This design comes from an exercise in tuning for small area, a short achievable clock period and few clock cycles per item on the open sky130 flow, not from production work. In this exercise RTL edits were held to simulation tests only and were not proved equivalent to the original.

## red
Design pm32, start of the top module:
module pm32 (
    input wire          clk,
    input wire          rst,
    input wire          start,
    input wire  [31:0]  mc,
    input wire  [31:0]  mp,
    output reg  [63:0]  p,
    output reg          done,
    input wire          op  
);
For scale: ~880 cells after synthesis, roughly 110 flip-flops.
clock: 3.0 ns
lec_check: 0
cap_margin: 20
core_margin: 2
core_utilization: 40
place_density: 0.6
slew_margin: 20
run.sh (not shown) runs the stock make flow with config.mk's settings and CLKGATE_MAP_FILE= SYNTH_SCRIPT=/design/flow/synth_recipe.tcl, a recipe that flattens the netlist after the stock synthesis.
Testbench counts of red, summed over its fixed seeds: cycles 21,608, items 2,400.
#### Input delta (blue over red)
==> flow/flow/run.sh (new file) <==
#!/bin/bash
# Layout: the standard flow (standard synthesis unchanged), except that the
# port buffers that global placement inserts are sky130_fd_sc_hd__buf_1 cells
# and timing repair aims for 0.3 ns of setup slack.
# The output of each step is kept in its own log file in this folder.
set -euo pipefail
cd "$(dirname "$0")/.."
bash standard.sh synth > flow_synth.log 2>&1
bash standard.sh "BUFFER_PORTS_ARGS=-buffer_cell sky130_fd_sc_hd__buf_1" SETUP_SLACK_MARGIN=0.3 finish > flow_layout.log 2>&1
==> flow/standard.sh (new file) <==
#!/bin/bash
# synth_recipe.tcl (not shown) runs the flow's synth.tcl, then flattens the netlist and writes it again
# the make line also repeats each setting of config.mk as NAME=value (left out here)
make -C /OpenROAD-flow-scripts/flow DESIGN_CONFIG=/design/flow/config.mk WORK_HOME=/design/flow/orfs CLKGATE_MAP_FILE= SYNTH_SCRIPT=/design/flow/synth_recipe.tcl "${@:-finish}"
removed: flow/run.sh
==> summary.txt <==
- Looking only at maximum net fanout on the critical path, and setting everything else aside, the lower value of red and blue goes to red.
- Comparing the two runs side by side, blue comes out ahead of red on setup slack.
- Routability-driven placement congestion ratio of blue falls short of that of red by a few percent.
- Between blue and red, the clock latency of the later-clocked register in the worst-skew pair figures differ only marginally.
- Looking at number of nets in the layout, blue sits 7 lower than red does.
- Taking red as the reference point, the data arrival time of the worst path of blue falls by 0.02 ns.
- Final cell count: red and blue compared, higher one is red

---

Another version of the RTL of pm32 (not shown whole).
Size in the first run: roughly 130 I/O pins, roughly 9300 sq um of cells after synthesis.
==> flow/design.v (excerpt) <==
module pm32 (
    input wire          clk,
    input wire          rst,
    input wire          start,
    input wire  [31:0]  mc,
    input wire  [31:0]  mp,
    output reg  [63:0]  p,
    output reg          done,
    input wire          op  
);
clock: 3.0 ns
lec_check: 0
cap_margin: 20
core_margin: 2
core_utilization: 40
place_density: 0.6
slew_margin: 20
standard.sh (not shown) runs the stock make flow with config.mk's settings and CLKGATE_MAP_FILE= SYNTH_SCRIPT=/design/flow/synth_recipe.tcl, a recipe that flattens the netlist after the stock synthesis.
==> flow/flow/run.sh <==
#!/bin/bash
# Layout: the standard flow (standard synthesis unchanged), except that
#  - the port buffers that global placement inserts are sky130_fd_sc_hd__buf_1 cells,
#  - timing repair aims for 0.3 ns of setup slack,
#  - the core is 70% utilised with placement density 0.85,
#  - timing repair may resize a cell to any footprint.
# The output of each step is kept in its own log file in this folder.
set -euo pipefail
cd "$(dirname "$0")/.."
bash standard.sh synth > flow_synth.log 2>&1
bash standard.sh "BUFFER_PORTS_ARGS=-buffer_cell sky130_fd_sc_hd__buf_1" SETUP_SLACK_MARGIN=0.3 \
  CORE_UTILIZATION=70 PLACE_DENSITY=0.85 MATCH_CELL_FOOTPRINT=0 finish > flow_layout.log 2>&1
Testbench counts at the start, summed over its fixed seeds: cycles 21,608, items 2,400.
Next try:
==> flow/flow/run.sh (replaced) <==
#!/bin/bash
# Layout: the standard flow (standard synthesis unchanged), except that
#  - the port buffers that global placement inserts are sky130_fd_sc_hd__buf_1 cells,
#  - timing repair aims for 0.5 ns of setup slack and may resize a cell to any
#    footprint (MATCH_CELL_FOOTPRINT=0).
# The output of each step is kept in its own log file in this folder.
set -euo pipefail
cd "$(dirname "$0")/.."
bash standard.sh synth > flow_synth.log 2>&1
bash standard.sh "BUFFER_PORTS_ARGS=-buffer_cell sky130_fd_sc_hd__buf_1" SETUP_SLACK_MARGIN=0.5 \
  MATCH_CELL_FOOTPRINT=0 finish > flow_layout.log 2>&1
=>
- clock skew decreases by 0.0033 ns
- via count came out lower by 6.3%
- critical path depth rose by 1
- count of clock-buffer cells in the layout does not change
- wire length drops by 1.5%
Next try:
==> flow/flow/run.sh (replaced) <==
#!/bin/bash
# Layout: the standard flow (standard synthesis unchanged), except that the
# port buffers that global placement inserts are sky130_fd_sc_hd__buf_1 cells
# and timing repair aims for 0.3 ns of setup slack.
# The output of each step is kept in its own log file in this folder.
set -euo pipefail
cd "$(dirname "$0")/.."
bash standard.sh synth > flow_synth.log 2>&1
bash standard.sh "BUFFER_PORTS_ARGS=-buffer_cell sky130_fd_sc_hd__buf_1" SETUP_SLACK_MARGIN=0.3 finish > flow_layout.log 2>&1
Flip-flop and latch count stays the same.
First-iteration DRC count went up by 11%.
Die area does not change.
Global-route usage went up by 0.23 points.
Setup slack improved by 0.021 ns.
Critical path depth went up by 2.
Cell area went down by 6.1%.
Next try:
==> flow/flow/run.sh (replaced) <==
#!/bin/bash
# Layout: the standard flow (standard synthesis unchanged), except that
#  - the port buffers that global placement inserts are sky130_fd_sc_hd__buf_1 cells,
#  - timing repair aims for 0.3 ns of setup slack,
#  - the core is 60% utilised with placement density 0.75,
#  - timing repair may resize a cell to any footprint.
# The output of each step is kept in its own log file in this folder.
set -euo pipefail
cd "$(dirname "$0")/.."
bash standard.sh synth > flow_synth.log 2>&1
bash standard.sh "BUFFER_PORTS_ARGS=-buffer_cell sky130_fd_sc_hd__buf_1" SETUP_SLACK_MARGIN=0.3 \
  CORE_UTILIZATION=60 PLACE_DENSITY=0.75 MATCH_CELL_FOOTPRINT=0 finish > flow_layout.log 2>&1
=>
- wire length drops by 9.2%
- register-to-register slack hardly moves
- utilization is higher by 22 points
- sequential share of layout area rises by 0.86 points
- via count climbs by 0.43%
- synthesized cell count stays the same
Next try:
--- a/flow/flow/run.sh
+++ b/flow/flow/run.sh
@@ -5,3 +5,3 @@
 #  - the core is 60% utilised with placement density 0.75,
-#  - timing repair may resize a cell to any footprint.
+#  - clock tree clusters of up to 50 flip-flops within 100 um.
 # The output of each step is kept in its own log file in this folder.
@@ -11,2 +11,2 @@
 bash standard.sh "BUFFER_PORTS_ARGS=-buffer_cell sky130_fd_sc_hd__buf_1" SETUP_SLACK_MARGIN=0.3 \
-  CORE_UTILIZATION=60 PLACE_DENSITY=0.75 MATCH_CELL_FOOTPRINT=0 finish > flow_layout.log 2>&1
+  CORE_UTILIZATION=60 PLACE_DENSITY=0.75 CTS_CLUSTER_SIZE=50 CTS_CLUSTER_DIAMETER=100 finish > flow_layout.log 2>&1
Result:
- The new run completed without violations
- sequential cell count stays the same
- synthesized area stays the same
- final cell count went up by about 0.34%
- register-to-register slack is worse by 0.02 ns
- count of clock-buffer cells in the layout went up by 1
- global-route usage went down by 0.31 points
- routed wire length went up by 1.1%
- cell area went up by about 0.7%
Next try:
==> flow/flow/run.sh (replaced) <==
#!/bin/bash
# Layout: the standard flow (standard synthesis unchanged), except that the
# port buffers that global placement inserts are sky130_fd_sc_hd__buf_1 cells
# and timing repair aims for 0.2 ns of setup slack.
# The output of each step is kept in its own log file in this folder.
set -euo pipefail
cd "$(dirname "$0")/.."
bash standard.sh synth > flow_synth.log 2>&1
bash standard.sh "BUFFER_PORTS_ARGS=-buffer_cell sky130_fd_sc_hd__buf_1" SETUP_SLACK_MARGIN=0.2 finish > flow_layout.log 2>&1
After rerunning: Clock skew rises by 0.0046 ns. Count of clock-buffer cells in the layout falls by 1. Cell area rises by a few percent. Area after synthesis is unchanged. Utilization falls by 22 points. Sequential share of layout area falls by 0.70 points. Wire length rises by a little under a tenth. First-iteration DRC count rises by a few percent. Final cell count rises by roughly a tenth. Setup slack got worse by 0.049 ns.

---

old:
pm32 again, from the RTL that the note above started with.
==> flow/config.mk <==
export PLATFORM = sky130hd
export DESIGN_NAME = pm32
export DESIGN_NICKNAME = pm32
export VERILOG_FILES = /design/flow/design.v
export SDC_FILE = /design/flow/constraint.sdc
export NUM_CORES = 4
export LEC_CHECK = 0
export CAP_MARGIN = 20
export CORE_MARGIN = 2
export CORE_UTILIZATION = 40
export PLACE_DENSITY = 0.6
export SLEW_MARGIN = 20
==> flow/constraint.sdc <==
create_clock -name core_clock -period 3.0 [get_ports {clk}]
set_input_delay 0.6000 -clock core_clock [delete_from_list [all_inputs] [get_ports {clk}]]
set_output_delay 0.6000 -clock core_clock [all_outputs]
set_load 0.01 [all_outputs]
==> flow/flow/run.sh <==
#!/bin/bash
# Layout: the standard flow (standard synthesis unchanged), except that
#  - the port buffers that global placement inserts are sky130_fd_sc_hd__buf_1 cells,
#  - timing repair aims for 0.4 ns of setup slack,
#  - the core is 60% utilised with placement density 0.75,
#  - timing repair may resize a cell to any footprint.
# The output of each step is kept in its own log file in this folder.
set -euo pipefail
cd "$(dirname "$0")/.."
bash standard.sh synth > flow_synth.log 2>&1
bash standard.sh "BUFFER_PORTS_ARGS=-buffer_cell sky130_fd_sc_hd__buf_1" SETUP_SLACK_MARGIN=0.4 \
  CORE_UTILIZATION=60 PLACE_DENSITY=0.75 MATCH_CELL_FOOTPRINT=0 finish > flow_layout.log 2>&1
old reached the end of the flow, and the finished layout is clean on the timing, design-rule and antenna checks.
Testbench counts of old, summed over its fixed seeds: cycles 21,608, items 2,400.
Modified inputs, new compared to old
==> flow/flow/run.sh <==
#!/bin/bash
# Layout: the standard flow (standard synthesis unchanged), except that
#  - the port buffers that global placement inserts are sky130_fd_sc_hd__buf_1 cells,
#  - timing repair aims for 0.3 ns of setup slack,
#  - the core is 60% utilised with placement density 0.75.
# The output of each step is kept in its own log file in this folder.
set -euo pipefail
cd "$(dirname "$0")/.."
bash standard.sh synth > flow_synth.log 2>&1
bash standard.sh "BUFFER_PORTS_ARGS=-buffer_cell sky130_fd_sc_hd__buf_1" SETUP_SLACK_MARGIN=0.3 \
  CORE_UTILIZATION=60 PLACE_DENSITY=0.75 finish > flow_layout.log 2>&1
Results
After detailed routing, old needs more wire than new.
new gives less global routing met1 resource utilization than old did.
Between new and old, it is new whose setup slack is higher, by 38 ps.
The pin count of the biggest net entering global routing number comes out higher for new vs old.

==> afterwards: timing with drivers on the ports <==
How much do the figures lean on ideal ports? The routed layouts below were timed once more, with nothing changed but the port constraints.
Step 1 assumes that a clkbuf_16 drives the clock port and a buf_2 every other input.
Step 2 also shifts input and output timing later by t, the mid clock arrival at the registers, as if the neighbouring blocks saw the same clock.
Slacks: ideal / step 1 / step 2; pairs: ideal / step 1.
| run | t (ns) | slack for setup (ns) | hold WS [ns] | worst data-port slew with drivers (ns) | cell pins on the clock port's net |
|---|---|---|---|---|---|
| red | 0.415 | 0.065 / 0.065 / -0.309 | 0.445 / 0.425 / 0.445 | 0.04 | 1 |
| blue | 0.412 | 0.088 / 0.088 / -0.158 | 0.119 / 0.091 / 0.443 | 0.05 | 1 |
| the first run of note 2 | 0.469 | 0.238 / 0.238 / -0.039 | 0.072 / 0.049 / 0.408 | 0.08 | 1 |
| the second run of note 2 | 0.475 | 0.319 / 0.319 / -0.001 | 0.064 / 0.040 / 0.403 | 0.07 | 1 |
| the third run of note 2 | 0.478 | 0.340 / 0.340 / 0.025 | 0.073 / 0.050 / 0.405 | 0.08 | 1 |
| the fourth run of note 2 | 0.472 | 0.342 / 0.342 / -0.032 | 0.074 / 0.050 / 0.404 | 0.08 | 1 |
| the fifth run of note 2 | 0.471 | 0.325 / 0.325 / -0.058 | 0.075 / 0.052 / 0.406 | 0.06 | 1 |
| the sixth run of note 2 | 0.470 | 0.276 / 0.276 / -0.022 | 0.076 / 0.052 / 0.406 | 0.08 | 1 |
| old | 0.472 | 0.287 / 0.287 / -0.023 | 0.064 / 0.041 / 0.404 | 0.10 | 1 |
| new | 0.471 | 0.325 / 0.325 / -0.058 | 0.075 / 0.052 / 0.406 | 0.06 | 1 |
Met with ideal ports but missed after step 2: setup timing in 9 of these runs.
